Context: an optimization exercise on an open-source flow, tuned for small area. The choices shown serve that exercise and are no tape-out recipe. Only simulation tests tie the RTL to the original design; equivalence was not proved. No activity file was given, so power comes from the tool's default toggle rates.

==> flow/design.v (outline; a module is shown in full before it is edited, if it fits) <==
// module URATE: 981 lines
// module FA: 4 lines
// module HA: 4 lines
module URATE (
    input clk,
    input rst,
    input signed [15:0] in,
    output signed [15:0] out
);
  // ...
==> flow/flow/run.sh <==
#!/bin/bash
# Own flow: the standard layout (standard.sh, unchanged synthesis), with two changes:
# port buffers use the smallest buffer cell, and clock tree synthesis inserts no dummy loads.
set -euo pipefail
bash standard.sh \
  'BUFFER_PORTS_ARGS=-buffer_cell sky130_fd_sc_hd__buf_1' \
  'CTS_ARGS=-sink_clustering_enable -repair_clock_nets -dont_use_dummy_load -buf_list {sky130_fd_sc_hd__clkbuf_4 sky130_fd_sc_hd__clkbuf_8}' \
  finish > standard_flow.log 2>&1
==> flow/standard.sh <==
#!/bin/bash
# synth_recipe.tcl (not shown) runs the flow's synth.tcl, then flattens the netlist and writes it again
# the make line also repeats each setting of config.mk as NAME=value (left out here)
make -C /OpenROAD-flow-scripts/flow DESIGN_CONFIG=/design/flow/config.mk WORK_HOME=/design/flow/orfs CLKGATE_MAP_FILE= SYNTH_SCRIPT=/design/flow/synth_recipe.tcl "${@:-finish}"
==> flow/config.mk <==
export PLATFORM = sky130hd
export DESIGN_NAME = URATE
export DESIGN_NICKNAME = URATE
export VERILOG_FILES = /design/flow/design.v
export SDC_FILE = /design/flow/constraint.sdc
export NUM_CORES = 4
export LEC_CHECK = 0
export CAP_MARGIN = 20
export CORE_MARGIN = 2
export CORE_UTILIZATION = 40
export CTS_BUF_LIST = sky130_fd_sc_hd__clkbuf_4 sky130_fd_sc_hd__clkbuf_8
export CTS_CLUSTER_SIZE = 30
export SLEW_MARGIN = 20
export SYNTH_HIERARCHICAL = 1
export SYNTH_MINIMUM_KEEP_SIZE = 0
==> flow/constraint.sdc <==
create_clock -name core_clock -period 14.0 [get_ports {clk}]
set_input_delay 2.8000 -clock core_clock [delete_from_list [all_inputs] [get_ports {clk}]]
set_output_delay 2.8000 -clock core_clock [all_outputs]
set_load 0.01 [all_outputs]
==> impl_metrics.yaml, run 1 <==
route:
  initialDrtViolationCount: 786
  wl_met2_mm: 13.64
  wirelength_mm: 29.36
sta:
  finalSetupViolCount: 0
  whs_ns: 0.4920
  slew_headroom_pct: 23.00
  setup_tns_ns: 0
layout:
  nets: 1220
  largestRegisters: "r0: 31 flops, r1: 29 flops, r2: 26 flops"
  multi_input_gates: 665
  fill_cells: 3064
  multi_input_area_share_pct: 56.07
  clkbuf_count: 17
  layout_common_cells: "243 x fa_1, 135 x dfrtp_1, 87 x a22oi_1, 81 x xor2_1, 64 x edfxtp_1"
  nonClockBufferCount: 51
logic_synthesis:
  synth_simple_gate_area_share_pct: 2.697
  synthTopCellsByCount: "243 x fa_1, 135 x dfrtp_1, 87 x a22oi_1"
  synth_enable_flop_cells: 64
  synth_fa_ha_area_share_pct: 36.73
  synth_area_um2: 13820
  syn_inst: 933
  ys.flop_type: "dfrtp_1"
  yosysMostFrequentCell: "fa_1"
clocking:
  cts.reportedPaths.clkPinSlew_ns: 0.08
  cts.sinks: 199
  cts_htree_levels: 4
global_route:
  antenna_found_initial: 0
  grt_overflow: 0
pwr:
  power.total_mw: 3.110
  ir_worst_vdd_uv: 135.7
  internal_power_mw: 1.856
  power.switching_mw: 1.253
setup_path:
  critical_path.reg2reg.endpoint: "r0[30]$_DFF_PP0_"
  cpPeakStageDelay_ns: 0.41
  crit_slowest_cell: "fa_1"
run_status:
  status: "finished clean"
die:
  dieArea_um2: 36060
==> inputs of run 2 (changes only) <==
--- a/flow/design.v
+++ b/flow/design.v
@@ -7,17 +7,16 @@
 reg [4:0] cnt;      
 reg [15:0] x0, x1, x2, x3;
 reg [30:0] r0;
 reg [28:0] r1;
 reg [25:0] r2;
 reg [22:0] r3;
 reg [20:0] r4;
 wire smp = (cnt == 5'd19);
-wire [15:0] s3 = smp ? in : x3;    
 reg [4:0] cnt_nx;
 reg k0r0_s0;
 reg k0r0_s1;
 reg k0r0_n;
 reg k0r1_s2;
 reg k0r1_s3;
 reg k0r1_n;
 reg k1r0_s0;
@@ -27,20 +26,20 @@
 reg k1r1_s3;
 reg k1r1_n;
 reg k2r0_s0;
 reg k2r0_s1;
 reg k2r0_n;
 reg k2r1_s2;
 reg k2r1_s3;
 reg k2r1_n;
-reg k3r0_s1s3;
-reg k3r0_s2s3;
-reg k3r1_s0s3;
-reg k3r1_s3s3;
+reg k3r0_s1;
+reg k3r0_s2;
+reg k3r1_s0;
+reg k3r1_s3;
 reg kc0;
 reg kc1;
 reg kc2;
 reg kc3;
 always @* begin
 	cnt_nx = 5'd0;
 	k0r0_s0 = 1'b0;
 	k0r0_s1 = 1'b0;
@@ -55,59 +54,59 @@
 	k1r1_s3 = 1'b0;
 	k1r1_n = 1'b0;
 	k2r0_s0 = 1'b0;
 	k2r0_s1 = 1'b0;
 	k2r0_n = 1'b0;
 	k2r1_s2 = 1'b0;
 	k2r1_s3 = 1'b0;
 	k2r1_n = 1'b0;
-	k3r0_s1s3 = 1'b0;
-	k3r0_s2s3 = 1'b0;
-	k3r1_s0s3 = 1'b0;
-	k3r1_s3s3 = 1'b0;
+	k3r0_s1 = 1'b0;
+	k3r0_s2 = 1'b0;
+	k3r1_s0 = 1'b0;
+	k3r1_s3 = 1'b0;
 	kc0 = 1'b0;
 	kc1 = 1'b0;
 	kc2 = 1'b0;
 	kc3 = 1'b0;
 	case (cnt)
 	5'd0: begin
 		cnt_nx = 5'd1;
 		k0r0_s0 = 1'b1;
 		k0r0_n = 1'b1;
 		k1r0_s1 = 1'b1;
 		k1r1_s3 = 1'b1;
 		k1r1_n = 1'b1;
 		k2r0_s0 = 1'b1;
 		k2r1_s2 = 1'b1;
 		k2r1_n = 1'b1;
-		k3r0_s1s3 = 1'b1;
-		k3r1_s3s3 = 1'b1;
+		k3r0_s1 = 1'b1;
+		k3r1_s3 = 1'b1;
 		kc0 = 1'b1;
 		kc1 = 1'b1;
 		kc3 = 1'b1;
 	end
 	5'd1: begin
 		cnt_nx = 5'd2;
 		k1r1_s2 = 1'b1;
 		k2r0_s1 = 1'b1;
 		k2r0_n = 1'b1;
-		k3r0_s2s3 = 1'b1;
-		k3r1_s0s3 = 1'b1;
+		k3r0_s2 = 1'b1;
+		k3r1_s0 = 1'b1;
 		kc0 = 1'b1;
 		kc1 = 1'b1;
 	end
 	5'd2: begin
 		cnt_nx = 5'd3;
 		k0r0_s0 = 1'b1;
 		k1r0_s0 = 1'b1;
 		k2r0_s0 = 1'b1;
 		k2r0_n = 1'b1;
-		k3r0_s1s3 = 1'b1;
-		k3r1_s0s3 = 1'b1;
+		k3r0_s1 = 1'b1;
+		k3r1_s0 = 1'b1;
 		kc0 = 1'b1;
 		kc1 = 1'b1;
 	end
 	5'd3: begin
 		cnt_nx = 5'd4;
 		k0r0_s0 = 1'b1;
 		k0r0_n = 1'b1;
 		k0r1_s2 = 1'b1;
@@ -123,37 +122,37 @@
 		k0r0_s1 = 1'b1;
 		k0r1_s3 = 1'b1;
 		k0r1_n = 1'b1;
 		k1r0_s0 = 1'b1;
 		k1r0_n = 1'b1;
 		k1r1_s2 = 1'b1;
 		k2r0_s1 = 1'b1;
 		k2r1_s2 = 1'b1;
-		k3r1_s0s3 = 1'b1;
+		k3r1_s0 = 1'b1;
 		kc0 = 1'b1;
 		kc1 = 1'b1;
 		kc2 = 1'b1;
 	end
 	5'd5: begin
-		cnt_nx = 5'd28;
+		cnt_nx = 5'd6;
 		k0r0_s0 = 1'b1;
 		k0r0_n = 1'b1;
 		k0r1_s3 = 1'b1;
 		k1r0_s1 = 1'b1;
 		k1r1_s2 = 1'b1;
 		k2r1_s2 = 1'b1;
 		k2r1_n = 1'b1;
-		k3r0_s1s3 = 1'b1;
-		k3r1_s0s3 = 1'b1;
+		k3r0_s1 = 1'b1;
+		k3r1_s0 = 1'b1;
 		kc0 = 1'b1;
 		kc1 = 1'b1;
 		kc2 = 1'b1;
 	end
-	5'd28: begin
+	5'd6: begin
 		cnt_nx = 5'd7;
 		k0r0_s1 = 1'b1;
 		k0r0_n = 1'b1;
 		k1r0_s0 = 1'b1;
 		k2r0_s0 = 1'b1;
 		k2r0_n = 1'b1;
 		k2r1_s2 = 1'b1;
 		kc2 = 1'b1;
@@ -296,17 +295,16 @@
 		cnt_nx = 5'd0;
 		k0r1_s2 = 1'b1;
 		k1r0_s1 = 1'b1;
 		k1r1_s3 = 1'b1;
 		k1r1_n = 1'b1;
 		k2r0_s0 = 1'b1;
 		k2r1_s3 = 1'b1;
 		k2r1_n = 1'b1;
-		k3r1_s0s3 = 1'b1;
 		kc1 = 1'b1;
 		kc3 = 1'b1;
 	end
 	default: ;
 	endcase
 end
 wire k0r0_0 = ((k0r0_s0 & x0[0])) ^ k0r0_n;
 wire k0r0_1 = ((k0r0_s0 & x0[1]) | (k0r0_s1 & x0[0])) ^ k0r0_n;
@@ -405,52 +403,52 @@
 wire k2r1_11 = ((k2r1_s2 & x2[9]) | (k2r1_s3 & x2[8])) ^ k2r1_n;
 wire k2r1_12 = ((k2r1_s2 & x2[10]) | (k2r1_s3 & x2[9])) ^ k2r1_n;
 wire k2r1_13 = ((k2r1_s2 & x2[11]) | (k2r1_s3 & x2[10])) ^ k2r1_n;
 wire k2r1_14 = ((k2r1_s2 & x2[12]) | (k2r1_s3 & x2[11])) ^ k2r1_n;
 wire k2r1_15 = ((k2r1_s2 & x2[13]) | (k2r1_s3 & x2[12])) ^ k2r1_n;
 wire k2r1_16 = ((k2r1_s2 & x2[14]) | (k2r1_s3 & x2[13])) ^ k2r1_n;
 wire k2r1_17 = ((k2r1_s2 & x2[15]) | (k2r1_s3 & x2[14])) ^ k2r1_n;
 wire k2r1_18 = ~(((k2r1_s2 & x2[15]) | (k2r1_s3 & x2[15])) ^ k2r1_n);
-wire k3r0_1 = ~((k3r0_s1s3 & s3[0]));
-wire k3r0_2 = ~((k3r0_s1s3 & s3[1]) | (k3r0_s2s3 & s3[0]));
-wire k3r0_3 = ~((k3r0_s1s3 & s3[2]) | (k3r0_s2s3 & s3[1]));
-wire k3r0_4 = ~((k3r0_s1s3 & s3[3]) | (k3r0_s2s3 & s3[2]));
-wire k3r0_5 = ~((k3r0_s1s3 & s3[4]) | (k3r0_s2s3 & s3[3]));
-wire k3r0_6 = ~((k3r0_s1s3 & s3[5]) | (k3r0_s2s3 & s3[4]));
-wire k3r0_7 = ~((k3r0_s1s3 & s3[6]) | (k3r0_s2s3 & s3[5]));
-wire k3r0_8 = ~((k3r0_s1s3 & s3[7]) | (k3r0_s2s3 & s3[6]));
-wire k3r0_9 = ~((k3r0_s1s3 & s3[8]) | (k3r0_s2s3 & s3[7]));
-wire k3r0_10 = ~((k3r0_s1s3 & s3[9]) | (k3r0_s2s3 & s3[8]));
-wire k3r0_11 = ~((k3r0_s1s3 & s3[10]) | (k3r0_s2s3 & s3[9]));
-wire k3r0_12 = ~((k3r0_s1s3 & s3[11]) | (k3r0_s2s3 & s3[10]));
-wire k3r0_13 = ~((k3r0_s1s3 & s3[12]) | (k3r0_s2s3 & s3[11]));
-wire k3r0_14 = ~((k3r0_s1s3 & s3[13]) | (k3r0_s2s3 & s3[12]));
-wire k3r0_15 = ~((k3r0_s1s3 & s3[14]) | (k3r0_s2s3 & s3[13]));
-wire k3r0_16 = ~((k3r0_s1s3 & s3[15]) | (k3r0_s2s3 & s3[14]));
-wire k3r0_17 = (k3r0_s1s3 & s3[15]) | (k3r0_s2s3 & s3[15]);
-wire k3r1_0 = (k3r1_s0s3 & s3[0]);
-wire k3r1_1 = (k3r1_s0s3 & s3[1]);
-wire k3r1_2 = (k3r1_s0s3 & s3[2]);
-wire k3r1_3 = (k3r1_s0s3 & s3[3]) | (k3r1_s3s3 & s3[0]);
-wire k3r1_4 = (k3r1_s0s3 & s3[4]) | (k3r1_s3s3 & s3[1]);
-wire k3r1_5 = (k3r1_s0s3 & s3[5]) | (k3r1_s3s3 & s3[2]);
-wire k3r1_6 = (k3r1_s0s3 & s3[6]) | (k3r1_s3s3 & s3[3]);
-wire k3r1_7 = (k3r1_s0s3 & s3[7]) | (k3r1_s3s3 & s3[4]);
-wire k3r1_8 = (k3r1_s0s3 & s3[8]) | (k3r1_s3s3 & s3[5]);
-wire k3r1_9 = (k3r1_s0s3 & s3[9]) | (k3r1_s3s3 & s3[6]);
-wire k3r1_10 = (k3r1_s0s3 & s3[10]) | (k3r1_s3s3 & s3[7]);
-wire k3r1_11 = (k3r1_s0s3 & s3[11]) | (k3r1_s3s3 & s3[8]);
-wire k3r1_12 = (k3r1_s0s3 & s3[12]) | (k3r1_s3s3 & s3[9]);
-wire k3r1_13 = (k3r1_s0s3 & s3[13]) | (k3r1_s3s3 & s3[10]);
-wire k3r1_14 = (k3r1_s0s3 & s3[14]) | (k3r1_s3s3 & s3[11]);
-wire k3r1_15 = (k3r1_s0s3 & s3[15]) | (k3r1_s3s3 & s3[12]);
-wire k3r1_16 = (k3r1_s0s3 & s3[15]) | (k3r1_s3s3 & s3[13]);
-wire k3r1_17 = (k3r1_s0s3 & s3[15]) | (k3r1_s3s3 & s3[14]);
-wire k3r1_18 = ~((k3r1_s0s3 & s3[15]) | (k3r1_s3s3 & s3[15]));
+wire k3r0_1 = ~((k3r0_s1 & x3[0]));
+wire k3r0_2 = ~((k3r0_s1 & x3[1]) | (k3r0_s2 & x3[0]));
+wire k3r0_3 = ~((k3r0_s1 & x3[2]) | (k3r0_s2 & x3[1]));
+wire k3r0_4 = ~((k3r0_s1 & x3[3]) | (k3r0_s2 & x3[2]));
+wire k3r0_5 = ~((k3r0_s1 & x3[4]) | (k3r0_s2 & x3[3]));
+wire k3r0_6 = ~((k3r0_s1 & x3[5]) | (k3r0_s2 & x3[4]));
+wire k3r0_7 = ~((k3r0_s1 & x3[6]) | (k3r0_s2 & x3[5]));
+wire k3r0_8 = ~((k3r0_s1 & x3[7]) | (k3r0_s2 & x3[6]));
+wire k3r0_9 = ~((k3r0_s1 & x3[8]) | (k3r0_s2 & x3[7]));
+wire k3r0_10 = ~((k3r0_s1 & x3[9]) | (k3r0_s2 & x3[8]));
+wire k3r0_11 = ~((k3r0_s1 & x3[10]) | (k3r0_s2 & x3[9]));
+wire k3r0_12 = ~((k3r0_s1 & x3[11]) | (k3r0_s2 & x3[10]));
+wire k3r0_13 = ~((k3r0_s1 & x3[12]) | (k3r0_s2 & x3[11]));
+wire k3r0_14 = ~((k3r0_s1 & x3[13]) | (k3r0_s2 & x3[12]));
+wire k3r0_15 = ~((k3r0_s1 & x3[14]) | (k3r0_s2 & x3[13]));
+wire k3r0_16 = ~((k3r0_s1 & x3[15]) | (k3r0_s2 & x3[14]));
+wire k3r0_17 = (k3r0_s1 & x3[15]) | (k3r0_s2 & x3[15]);
+wire k3r1_0 = (smp & in[0]) | (k3r1_s0 & x3[0]);
+wire k3r1_1 = (smp & in[1]) | (k3r1_s0 & x3[1]);
+wire k3r1_2 = (smp & in[2]) | (k3r1_s0 & x3[2]);
+wire k3r1_3 = (smp & in[3]) | (k3r1_s0 & x3[3]) | (k3r1_s3 & x3[0]);
+wire k3r1_4 = (smp & in[4]) | (k3r1_s0 & x3[4]) | (k3r1_s3 & x3[1]);
+wire k3r1_5 = (smp & in[5]) | (k3r1_s0 & x3[5]) | (k3r1_s3 & x3[2]);
+wire k3r1_6 = (smp & in[6]) | (k3r1_s0 & x3[6]) | (k3r1_s3 & x3[3]);
+wire k3r1_7 = (smp & in[7]) | (k3r1_s0 & x3[7]) | (k3r1_s3 & x3[4]);
+wire k3r1_8 = (smp & in[8]) | (k3r1_s0 & x3[8]) | (k3r1_s3 & x3[5]);
+wire k3r1_9 = (smp & in[9]) | (k3r1_s0 & x3[9]) | (k3r1_s3 & x3[6]);
+wire k3r1_10 = (smp & in[10]) | (k3r1_s0 & x3[10]) | (k3r1_s3 & x3[7]);
+wire k3r1_11 = (smp & in[11]) | (k3r1_s0 & x3[11]) | (k3r1_s3 & x3[8]);
+wire k3r1_12 = (smp & in[12]) | (k3r1_s0 & x3[12]) | (k3r1_s3 & x3[9]);
+wire k3r1_13 = (smp & in[13]) | (k3r1_s0 & x3[13]) | (k3r1_s3 & x3[10]);
+wire k3r1_14 = (smp & in[14]) | (k3r1_s0 & x3[14]) | (k3r1_s3 & x3[11]);
+wire k3r1_15 = (smp & in[15]) | (k3r1_s0 & x3[15]) | (k3r1_s3 & x3[12]);
+wire k3r1_16 = (smp & in[15]) | (k3r1_s0 & x3[15]) | (k3r1_s3 & x3[13]);
+wire k3r1_17 = (smp & in[15]) | (k3r1_s0 & x3[15]) | (k3r1_s3 & x3[14]);
+wire k3r1_18 = ~((smp & in[15]) | (k3r1_s0 & x3[15]) | (k3r1_s3 & x3[15]));
 wire fs1, fc2;
 FA ufs1 (.a(r4[0]), .b(k0r0_0), .c(k1r0_0), .s(fs1), .co(fc2));
 wire fs3, fc4;
 FA ufs3 (.a(k2r0_0), .b(k3r1_0), .c(kc0), .s(fs3), .co(fc4));
 wire fs5, fc6;
 FA ufs5 (.a(r4[1]), .b(k0r0_1), .c(k1r0_1), .s(fs5), .co(fc6));
 wire fs7, fc8;
 FA ufs7 (.a(k2r0_1), .b(k3r0_1), .c(k3r1_1), .s(fs7), .co(fc8));
==> run 2 against run 1 <==
  * First-iteration DRC count is 2.8% higher
  * Routed wire length is 2.1% higher
  * Sequential share of layout area is 0.060 points higher
  * Still clean
  * Sequential power hardly changed
==> impl_metrics.yaml, run 2 <==
run_status:
  status: "finished clean"
route:
  wl_met2_mm: 13.68
  initialDrtViolationCount: 808
  dr_wl_met3_mm: 2.058
  drt-wirelength-per-cell_um: 21.81
  drt-pass1-iter-count: 6
  postRouteAntennaNets: 0
  vias: 7611
  vias_per_cell: 5.535
  wirelength_mm: 29.98
  drc: 0
  top_layer_used: "met4"
  wl_met1_mm: 13.91
logic_synthesis:
  synthDistinctLibCells: 60
  synth_top_cell_by_area: "fa_1"
  ys.flop_type: "dfrtp_1"
  synth_area_per_cell_um2: 15.12
  synth_top_area_share_pct: 34.86
  synth_area_um2: 13950
  syn_inst: 923
  synthTopCellsByCount: "243 x fa_1, 135 x dfrtp_1, 73 x a22oi_1"
  yosysMostFrequentCell: "fa_1"
  synth_seq_cells: 199
  async_flop_share_pct: 67.84
  ys_seq_area_share_pct: 37.98
  synth_warnings: 7
  synth.area.top_cells: "fa_1 35%, dfrtp_1 24%, edfxtp_1 14%"
  synth_enable_flop_cells: 64
sta:
  finalSetupViolCount: 0
  max_freq_mhz: 81.74
  clock_skew_ns: 0.03500
  finalCritPeriodShare_pct: 87.39
  rsz0062_at_grt: "no"
  worstMarginPinSlew_ns: 1.115
  worst_slack_ns: 1.766
  setup_tns_ns: 0
  slew_headroom_pct: 25.55
  maxSlewViolCount: 0
  hold_viol_final: 0
  period_minus_slack_ns: 12.23
layout:
  final_common_cell: "fa_1"
  layout_common_cells: "243 x fa_1, 135 x dfrtp_1, 73 x a22oi_1, 67 x xor2_1, 64 x edfxtp_1"
  largest_reg_flops: 31
  drive_gt1_share_pct: 7.717
  nets: 1199
  largest-register: "r0"
  fin_cells: 1375
  syn2layout_area_growth_pct: 4.250
  final_area_um2: 14550
  largestRegisters: "r0: 31 flops, r1: 29 flops, r2: 26 flops"
  fill_cells: 3137
  diodes: 0
place:
  pre_cts_ws_ns: 1.640
  dp_cells: 1357
  numPortBuffers: 33
  post_dp_cell_area_um2: 14290
  dpl.hpwl_mm: 21.92
  gp_congestion: 0.8540
setup_path:
  worstPathMaxFanout: 2
  cp.required_ns: 14.35
  crit_slowest_cell: "fa_1"
  crit_top_cell: "fa_1"
  startpoint_type: "flop"
  r2r_slack_ns: 1.77
  worstPathArrival_ns: 12.58
  path_class: "reg -> reg"
  end_kind: "flop"
  cpPeakStageDelay_ns: 0.40
clocking:
  cts.reportedPaths.clkPinSlew_ns: 0.08
  clk_latency_ns: 0.48
  cts_htree_levels: 4
  hold_buffers: 0
  cts_buffers: 17
  cts_tree: "done"
  root_buffer: "clkbuf_8"
  post_cts_buffers: 0
  clockBufferDepth: 2
  cts_resized: 0
  cts.sinks: 199
pwr:
  p_leak_nw: 5.518
  power.total_mw: 3.107
  powerDensity_nw_per_um2: 213.5
  ir_worst_vdd_uv: 129.8
global_route:
  antenna_found_initial: 0
  grt_pass1_wl_mm: 48.85
  grt_overflow: 0
  grt_usage_pct: 17.88
  grt_pass1_vias: 8129
  grt_max_degree: 79
die:
  start_util_pct: 40.50
  core_um2: 34460
  die_x_um: 190.8
  dieArea_um2: 36400
  num_io_pins: 34
  dieHeight_um: 190.8
  row_count: 68
job:
  cap_violations: 0
worst_hold_path:
  hold_class: "reg -> reg"
-- run 2: cell types whose count changed after synthesis, moves of 12 or more --
cell / delta
o22ai_1: -14
a221oi_1: +15
a22oi_1: -14
o22a_1: -13
buf_6: +14
xor2_1: -14
mux2i_1: -14
a222oi_1: +12
a221o_1: +15
-- run 2: area by class of cell --
class | instances | area (µm²) | area share, %
multi-input cells | 644 | 8149 | 56.02
flip-flops and latches | 199 | 5300 | 36.43
well taps | 455 | 569.3 | 3.913
clock buffers | 17 | 234.0 | 1.608
repair buffers | 45 | 234.0 | 1.608
inverters | 15 | 61.31 | 0.4214
-- run 2: modules after synthesis, one instance, submodules excluded --
module  cells  times used  cell area (µm²)  flip-flops and latches
URATE     671           1             8977                     199
FA          1         243            20.02                       0
HA          1           9            12.51                       0
-- run 2: kinds of logic after synthesis --
| kind of cell | synth area share [%] |
|---|---|
| compound gates | 12.11 |
| xor+xnor | 6.151 |
| fa+ha+maj | 36.30 |
| buf+inv | 3.936 |
| flops | 37.98 |
| mux | 0.3676 |
| other cells | 0.02687 |
| simple gates | 3.129 |
-- run 2: critical path, delay by kind of cell, from the launching register on --
kind                     cells  cell delay (ns)
adder cells (fa/ha/maj)     30            11.47
flip-flops                   1             0.39
XOR/XNOR                     2             0.26
-- run 2: report_power, final --
group          switching, mW  total [mW]  internal [mW]
registers              0.250        1.16          0.906
logic                  0.820        1.66          0.837
clock network          0.184       0.292          0.108
total                   1.26        3.11           1.85
-- run 2: through the flow --
stage	hold slack (ns)	utilization, %
global route	0.5187	42.22
detailed placement	0.4823	41.46
global placement	0.4705	41.41
finish	0.4915	42.22
CTS	0.5016	42.14
floorplan	0.4557	-
-- run 2: path summary, 6_finish.rpt --
| path | to | cells after the start | startpoint |
|---|---|---|---|
| min in group asynchronous | r2[5]$_DFF_PP0_ | 3 | rst |
| setup / recovery | r0[30]$_DFF_PP0_ | 32 | r1[0]$_DFF_PP0_ |
| hold / removal | r0[0]$_DFF_PP0_ | 1 | r0[0]$_DFF_PP0_ |
| setup reg to reg | r0[30]$_DFF_PP0_ | 32 | r1[0]$_DFF_PP0_ |
| max in group asynchronous | r2[17]$_DFF_PP0_ | 5 | rst |
| hold reg to reg | r0[0]$_DFF_PP0_ | 1 | r0[0]$_DFF_PP0_ |
-- run 2: metal layers --
layer	track usage (%)	up-vias
met5	0	-
met4	4.711	0
met3	3.349	26
met2	25.68	290
met1	27.78	4077
li1	-	3218
==> inputs of run 3 (changes only) <==
==> flow/flow/run.sh (replaced) <==
#!/bin/bash
# Own flow: the standard layout (standard.sh) with three changes:
#  - synthesis is the standard synthesis script with one difference: the ABC
#    technology-mapping step uses an area-oriented script (flow/abc_area.script)
#    instead of ORFS's speed script; registers, flattening and renaming are unchanged;
#  - port buffers use the smallest buffer cell;
#  - clock tree synthesis inserts no dummy loads.
set -euo pipefail
here=$PWD
# ORFS's synth.tcl with only the ABC script replaced
sed 's|^\(\s*\)log_cmd abc {\*}\$abc_args$|\1set abc_args [lreplace $abc_args 1 1 '"$here"'/flow/abc_area.script]\n\1log_cmd abc {*}$abc_args|' \
  "$FLOW_HOME/scripts/synth.tcl" > "$here/synth_area.tcl"
grep -q 'flow/abc_area.script' "$here/synth_area.tcl"
# The standard flow's synthesis wrapper, sourcing that copy
sed 's|source \$::env(SCRIPTS_DIR)/synth.tcl|source '"$here"'/synth_area.tcl|' synth_recipe.tcl > "$here/synth_own.tcl"
grep -q 'synth_area.tcl' "$here/synth_own.tcl"
bash standard.sh \
  "SYNTH_SCRIPT=$here/synth_own.tcl" \
  'BUFFER_PORTS_ARGS=-buffer_cell sky130_fd_sc_hd__buf_1' \
  'CTS_ARGS=-sink_clustering_enable -repair_clock_nets -dont_use_dummy_load -buf_list {sky130_fd_sc_hd__clkbuf_4 sky130_fd_sc_hd__clkbuf_8}' \
  finish > standard_flow.log 2>&1
==> flow/flow/abc_area.script (new file) <==
&get -n
&st
&dch -f
&nf -a -R 1000
&put
==> run 3 against run 2 <==
  * Still clean on timing, DRC and antenna
  * Critical path depth unchanged
  * Die area down 5.0%
  * Flip-flop and latch count stayed put
  * Register-to-register slack got worse by 0.06 ns
  * Final area decreased by 2.0%
  * Sequential power is essentially flat
  * Sequential share of layout area up 0.75 points
  * Synthesized cell count shrank 4.2%
  * Total power shrank 1.8%
  * Count of clock-buffer cells in the layout stayed put
==> impl_metrics.yaml, run 3 <==
pwr:
  internal_power_mw: 1.840
  seq_power_share_pct: 37.7
  ir_worst_vdd_uv: 134.3
  powerDensity_nw_per_um2: 214.0
  p_comb_share_pct: 52.9
  power.switching_mw: 1.211
  p_clk_share_pct: 9.5
  p_sw_share_pct: 39.70
  p_leak_nw: 5.457
global_route:
  grt_pass1_vias: 7859
  grt_pass1_wl_mm: 45.36
  antenna_found_initial: 0
  grt_usage_pct: 17.73
  grt_max_degree: 74
  grt_overflow: 0
logic_synthesis:
  synth_area_per_cell_um2: 14.98
  yosysMostFrequentCell: "fa_1"
  synth_enable_flop_cells: 64
  async_flop_share_pct: 67.84
  synth_top_area_share_pct: 36.73
  synth_warnings: 7
  synthTopCellsByCount: "243 x fa_1, 135 x dfrtp_1, 119 x a22oi_1"
  syn_inst: 884
  synth_area_um2: 13250
  synth.area.top_cells: "fa_1 37%, dfrtp_1 26%, edfxtp_1 15%"
  synthDistinctLibCells: 31
  synth_seq_cells: 199
  ys.flop_type: "dfrtp_1"
  synth_top_cell_by_area: "fa_1"
  ys_seq_area_share_pct: 40.02
clocking:
  hold_buffers: 0
  cts_tree: "done"
  clk_latency_ns: 0.50
  clockBufferDepth: 2
  cts.sinks: 199
  root_buffer: "clkbuf_8"
  cts.reportedPaths.clkPinSlew_ns: 0.09
  cts_buffers: 17
  cts_htree_levels: 4
  cts_resized: 0
  post_cts_buffers: 0
sta:
  max_freq_mhz: 81.33
  hold_viol_final: 0
  maxSlewViolCount: 0
  worstMarginPinSlew_ns: 1.071
  slew_headroom_pct: 28.60
  rsz0062_at_grt: "no"
  clock_skew_ns: 0.04250
  setup_tns_ns: 0
  finalCritPeriodShare_pct: 87.83
  finalSetupViolCount: 0
  period_minus_slack_ns: 12.30
layout:
  largest_reg_flops: 31
  layout_common_cells: "243 x fa_1, 135 x dfrtp_1, 119 x a22oi_1, 66 x xor2_1, 64 x edfxtp_1"
  fin_cells: 1381
  largest-register: "r0"
  final_common_cell: "fa_1"
  nets: 1218
  diodes: 0
  multiInputGateArea_um2: 7876
  ff_latch_area_um2: 5300
  drive_gt1_share_pct: 5.005
  syn2layout_area_growth_pct: 7.614
  largestRegisters: "r0: 31 flops, r1: 29 flops, r2: 26 flops"
  fill_cells: 3004
job:
  cap_violations: 0
die:
  start_util_pct: 40.71
  die_x_um: 186.0
  dieHeight_um: 186.0
  core_um2: 32540
  num_io_pins: 34
  dieArea_um2: 34580
  row_count: 66
setup_path:
  path_depth: 32
  cpPeakStageDelay_ns: 0.41
  r2r_start: "r1[0]$_DFF_PP0_"
  endpoint: "r0[30]$_DFF_PP0_"
  path_class: "reg -> reg"
  crit_top_cell: "fa_1"
  crit_start: "r1[0]$_DFF_PP0_"
  startpoint_type: "flop"
  critPathTopFamily: "adder cells"
  critical_path.reg2reg.endpoint: "r0[30]$_DFF_PP0_"
  worstPathArrival_ns: 12.67
  worstRegToRegCells: 32
  end_kind: "flop"
  crit_slowest_cell: "fa_1"
  worstPathMaxFanout: 2
  worst-path-buf-inv: 0
  cp.required_ns: 14.37
  r2r_slack_ns: 1.70
route:
  drt-wirelength-per-cell_um: 20.23
  drc: 0
  vias_per_cell: 5.358
  initialDrtViolationCount: 768
  wirelength_mm: 27.94
  vias: 7400
  postRouteAntennaNets: 0
  drt-pass1-iter-count: 6
place:
  gp_congestion: 0.8824
  dp_cells: 1364
  dpl.hpwl_mm: 20.94
  numPortBuffers: 33
worst_hold_path:
  hold_class: "reg -> reg"
run_status:
  status: "finished clean"
==> run 3: changes by cell type in the layout (fill, tap and decap cells not counted), moves of 5 or more <==
cell      delta
nand2_1     +49
xnor2_1     +15
a22oi_1     +46
buf_4        +8
o21ai_1      -8
o21ai_0     +15
a221o_1     -15
nor2b_1      -5
inv_1       -14
a222oi_1    -12
a221oi_1    -15
a22oi_2     -18
==> run 3: how the worst min path moves through the flow <==
stage / start / to / slack, ns / cells after the start
finish: r0[30]$_DFF_PP0_ / r0[30]$_DFF_PP0_ / 0.48 / 1
global route: r0[0]$_DFF_PP0_ / r0[0]$_DFF_PP0_ / 0.52 / 1
CTS: r0[30]$_DFF_PP0_ / r0[30]$_DFF_PP0_ / 0.49 / 1
detailed placement: r0[30]$_DFF_PP0_ / r0[30]$_DFF_PP0_ / 0.47 / 1
global placement: r0[0]$_DFF_PP0_ / r0[0]$_DFF_PP0_ / 0.47 / 1
floorplan: r0[30]$_DFF_PP0_ / r0[30]$_DFF_PP0_ / 0.45 / 1
==> run 3: cells by family after synthesis <==
logic type | count (synthesis) | synth area share [%]
buf+inv | 21 | 1.049
flops | 199 | 40.02
compound gates | 185 | 9.702
fa+ha+maj | 259 | 38.24
simple gates | 107 | 3.561
other cells | 1 | 0.02831
xor+xnor | 112 | 7.406
==> run 3: layer usage <==
layer	vias to the layer above	wire (µm)	track usage [%]
li1	3164	-	-
met1	3995	12720	26.43
met2	217	13170	26.86
met3	24	1601	3.111
met4	0	442	4.945
met5	-	0	0
==> run 3: per-stage QoR <==
step / utilization [%] / instance area (µm²) / power (mW) / worst slack, ns / hold slack, ns
final: 43.81 / 14250 / 3.051 / 1.704 / 0.4796
after global routing: 43.81 / 14250 / 3.497 / 1.305 / 0.5180
after CTS: 43.79 / 14250 / 3.171 / 1.564 / 0.4872
after detailed placement: 43.07 / 14010 / 2.868 / 1.547 / 0.4733
after global placement: 43.03 / 14000 / 2.743 / 1.733 / 0.4706
after floorplan: - / 13250 / 2.440 / 2.072 / 0.4467
==> run 3: cell type report <==
| cell class | count | area share, % |
|---|---|---|
| repair buffers | 52 | 1.870 |
| flip-flops and latches | 199 | 37.18 |
| clock buffers | 17 | 1.641 |
| multi-input cells | 666 | 55.26 |
| inverters | 5 | 0.1668 |
| well taps | 442 | 3.880 |
==> run 3: Yosys stat by module, one instance, submodules excluded <==
module  copies in the design  flops+latches  cell area (µm²)
FA                       243              0            20.02
URATE                      1            199             8268
HA                         9              0            12.51
==> run 3: power by group through the flow <==
stage	Clock, mW	Combinational [mW]	Sequential [mW]
3_3_place_gp	0	1.57	1.17
4_1_cts	0.304	1.70	1.16
6_report	0.289	1.61	1.15
3_5_place_dp	0	1.70	1.17
2_1_floorplan	0	1.33	1.11
5_1_grt	0.323	1.97	1.20
==> run 3: worst reg2reg max path: cells and delay by family (launching register included) <==
family | cells | cell delay, ns
xor+xnor | 2 | 0.28
flops | 1 | 0.39
fa+ha+maj | 30 | 11.51
==> inputs of run 4 (changes only) <==
--- a/flow/flow/run.sh
+++ b/flow/flow/run.sh
@@ -18,4 +18,4 @@
   "SYNTH_SCRIPT=$here/synth_own.tcl" \
   'BUFFER_PORTS_ARGS=-buffer_cell sky130_fd_sc_hd__buf_1' \
-  'CTS_ARGS=-sink_clustering_enable -repair_clock_nets -dont_use_dummy_load -buf_list {sky130_fd_sc_hd__clkbuf_4 sky130_fd_sc_hd__clkbuf_8}' \
+  'CTS_ARGS=-sink_clustering_enable -repair_clock_nets -dont_use_dummy_load -buf_list {sky130_fd_sc_hd__clkbuf_4 sky130_fd_sc_hd__clkbuf_8} -sink_buffer_max_cap_derate 0.5' \
   finish > standard_flow.log 2>&1
==> run 4 against run 3 <==
  * Maximum frequency barely moved
  * Hold slack barely moved
  * Synthesized cell count did not move
  * Via count increased by 0.39%
  * Largest power group unchanged
  * Combinational power about the same
  * Sequential power about the same
  * Total power fell by 0.10%
==> impl_metrics.yaml, run 4 <==
sta:
  rsz0062_at_grt: "no"
  max_freq_mhz: 81.32
  slew_headroom_pct: 28.74
  period_minus_slack_ns: 12.30
  finalCritPeriodShare_pct: 87.83
  setup_tns_ns: 0
  hold_viol_final: 0
  maxSlewViolCount: 0
  finalSetupViolCount: 0
  worstMarginPinSlew_ns: 1.069
  clock_skew_ns: 0.04412
pwr:
  p_leak_nw: 5.455
  powerDensity_nw_per_um2: 213.9
  ir_worst_vdd_uv: 134.2
logic_synthesis:
  ys.flop_type: "dfrtp_1"
  synth_top_cell_by_area: "fa_1"
  async_flop_share_pct: 67.84
  synth.area.top_cells: "fa_1 37%, dfrtp_1 26%, edfxtp_1 15%"
  synthDistinctLibCells: 31
  synth_enable_flop_cells: 64
  synth_warnings: 7
  yosysMostFrequentCell: "fa_1"
  synth_area_per_cell_um2: 14.98
  synth_seq_cells: 199
  synthTopCellsByCount: "243 x fa_1, 135 x dfrtp_1, 119 x a22oi_1"
  synth_area_um2: 13250
  synth_top_area_share_pct: 36.73
  syn_inst: 884
  ys_seq_area_share_pct: 40.02
route:
  drt-wirelength-per-cell_um: 20.24
  postRouteAntennaNets: 0
  initialDrtViolationCount: 711
  vias: 7429
  drc: 0
  drt-pass1-iter-count: 5
  vias_per_cell: 5.376
  wirelength_mm: 27.98
layout:
  drive_gt1_share_pct: 5.005
  largest_reg_flops: 31
  final_common_cell: "fa_1"
  largest-register: "r0"
  final_area_um2: 14250
  nets: 1218
  fill_cells: 3004
  layout_common_cells: "243 x fa_1, 135 x dfrtp_1, 119 x a22oi_1, 66 x xor2_1, 64 x edfxtp_1"
  largestRegisters: "r0: 31 flops, r1: 29 flops, r2: 26 flops"
  syn2layout_area_growth_pct: 7.585
clocking:
  cts.sinks: 199
  post_cts_buffers: 0
  cts_buffers: 17
  clockBufferDepth: 2
  cts.reportedPaths.clkPinSlew_ns: 0.09
  cts_tree: "done"
  cts_htree_levels: 4
  root_buffer: "clkbuf_4"
  clk_latency_ns: 0.66
  cts_resized: 0
  hold_buffers: 0
setup_path:
  end_kind: "flop"
  worstPathArrival_ns: 12.83
  crit_slowest_cell: "fa_1"
  worstPathMaxFanout: 2
  startpoint_type: "flop"
  crit_top_cell: "fa_1"
  cpPeakStageDelay_ns: 0.41
  cp.required_ns: 14.53
  path_class: "reg -> reg"
global_route:
  antenna_found_initial: 1
  grt_overflow: 0
  grt_pass1_wl_mm: 45.35
  grt_usage_pct: 17.73
  grt_pass1_vias: 7861
  grt_max_degree: 74
die:
  dieHeight_um: 186.0
  dieArea_um2: 34580
  core_um2: 32540
  num_io_pins: 34
  start_util_pct: 40.71
  die_x_um: 186.0
  row_count: 66
place:
  gp_congestion: 0.8824
  post_dp_cell_area_um2: 14010
  numPortBuffers: 33
  dpl.hpwl_mm: 20.94
job:
  cap_violations: 0
worst_hold_path:
  hold_class: "reg -> reg"
run_status:
  status: "finished clean"
==> run 4: cell counts after synthesis <==
Identical to the previous run, type by type.
==> run 4: power breakdown <==
part | switching (mW) | internal, mW | leakage, nW | total, mW
Combinational | 0.787 | 0.825 | 3.13 | 1.61
Clock | 0.183 | 0.104 | 0.120 | 0.287
Sequential | 0.243 | 0.906 | 2.21 | 1.15
==> run 4: metrics by stage <==
stage	util [%]	hold slack, ns	power, mW	setup slack [ns]	instances
after floorplan	-	0.4467	2.440	2.072	886
after global placement	43.03	0.4706	2.743	1.733	1364
after detailed placement	43.07	0.4733	2.868	1.547	1364
after CTS	43.77	0.4877	3.167	1.563	1381
after global routing	43.80	0.5189	3.493	1.304	1382
final	43.80	0.4800	3.047	1.703	1382
==> run 4: cell families after synthesis <==
| logic type | after synthesis | synth area share [%] |
|---|---|---|
| fa+ha+maj | 259 | 38.24 |
| flops | 199 | 40.02 |
| compound gates | 185 | 9.702 |
| xor+xnor | 112 | 7.406 |
| simple gates | 107 | 3.561 |
| buf+inv | 21 | 1.049 |
| other cells | 1 | 0.02831 |
==> run 4: per-module statistics from Yosys (local to each module, per instance) <==
module | times used | area [µm²] | cells inside | flip-flops and latches
URATE | 1 | 8268 | 632 | 199
FA | 243 | 20.02 | 1 | 0
HA | 9 | 12.51 | 1 | 0
==> run 4: area by class of cell <==
cell class,instances,area (µm²),share of cell area [%]
Antenna cell,1,2.502,0.01756
Sequential cell,199,5300,37.19
Tap cell,442,553.0,3.881
Multi-Input combinational cell,666,7876,55.27
Timing Repair Buffer,52,266.5,1.870
Clock buffer,17,227.7,1.598
Inverter,5,23.77,0.1668
==> run 4: worst paths after layout <==
kind | from | end | slack, ns | cells after the start
hold / removal | r0[30]$_DFF_PP0_ | r0[30]$_DFF_PP0_ | 0.48 | 1
setup / recovery | r1[0]$_DFF_PP0_ | r0[30]$_DFF_PP0_ | 1.70 | 32
max in group asynchronous | rst | r3[20]$_DFF_PP0_ | 10.23 | 4
min in group asynchronous | rst | cnt[3]$_DFF_PP0_ | 2.47 | 3
setup reg to reg | r1[0]$_DFF_PP0_ | r0[30]$_DFF_PP0_ | 1.70 | 32
hold reg to reg | r0[30]$_DFF_PP0_ | r0[30]$_DFF_PP0_ | 0.48 | 1
==> run 4: layer usage <==
metal	vias to the layer above	global-route usage (%)	wire length, µm	part of all wire [%]
li1	3169	-	-	-
met1	4005	26.45	12900	46
met2	229	26.84	13190	47
met3	26	3.111	1418	5.1
met4	0	4.945	466	1.7
met5	-	0	0	0
==> run 4: critical path, delay by kind of cell (launching register included) <==
kind	cells	cell delay [ns]
xor+xnor	2	0.28
fa+ha+maj	30	11.50
flops	1	0.39

-- separate check: timing with driven ports --
No port has a modelled driver above. Below, the same layouts with a new extraction and two added sets of constraints. Step 1 sets driving cells, clkbuf_16 on the clock port and buf_2 on the other inputs (assumed; they add their load-dependent delay and slew). Step 2 moves the port delays by t, midway between the first and last clock arrival at a register: inputs arrive t later, outputs are due t later. That takes back most of the time a late clock gives input paths. Slacks: ideal ports / drivers / drivers and shift; pairs: ideal ports / drivers.
run | t, ns | setup slack, ns | worst register clock-pin slew, ns | worst slew at a driven data input, ns
run 1 | 0.529 | 1.699 / 1.699 / 1.699 | 0.11 / 0.11 | 0.07
run 2 | 0.508 | 1.766 / 1.766 / 1.766 | 0.12 / 0.12 | 0.05
run 3 | 0.526 | 1.704 / 1.704 / 1.704 | 0.12 / 0.12 | 0.06
run 4 | 0.688 | 1.703 / 1.703 / 1.703 | 0.12 / 0.12 | 0.06
After both steps setup and hold are still met in every run listed.
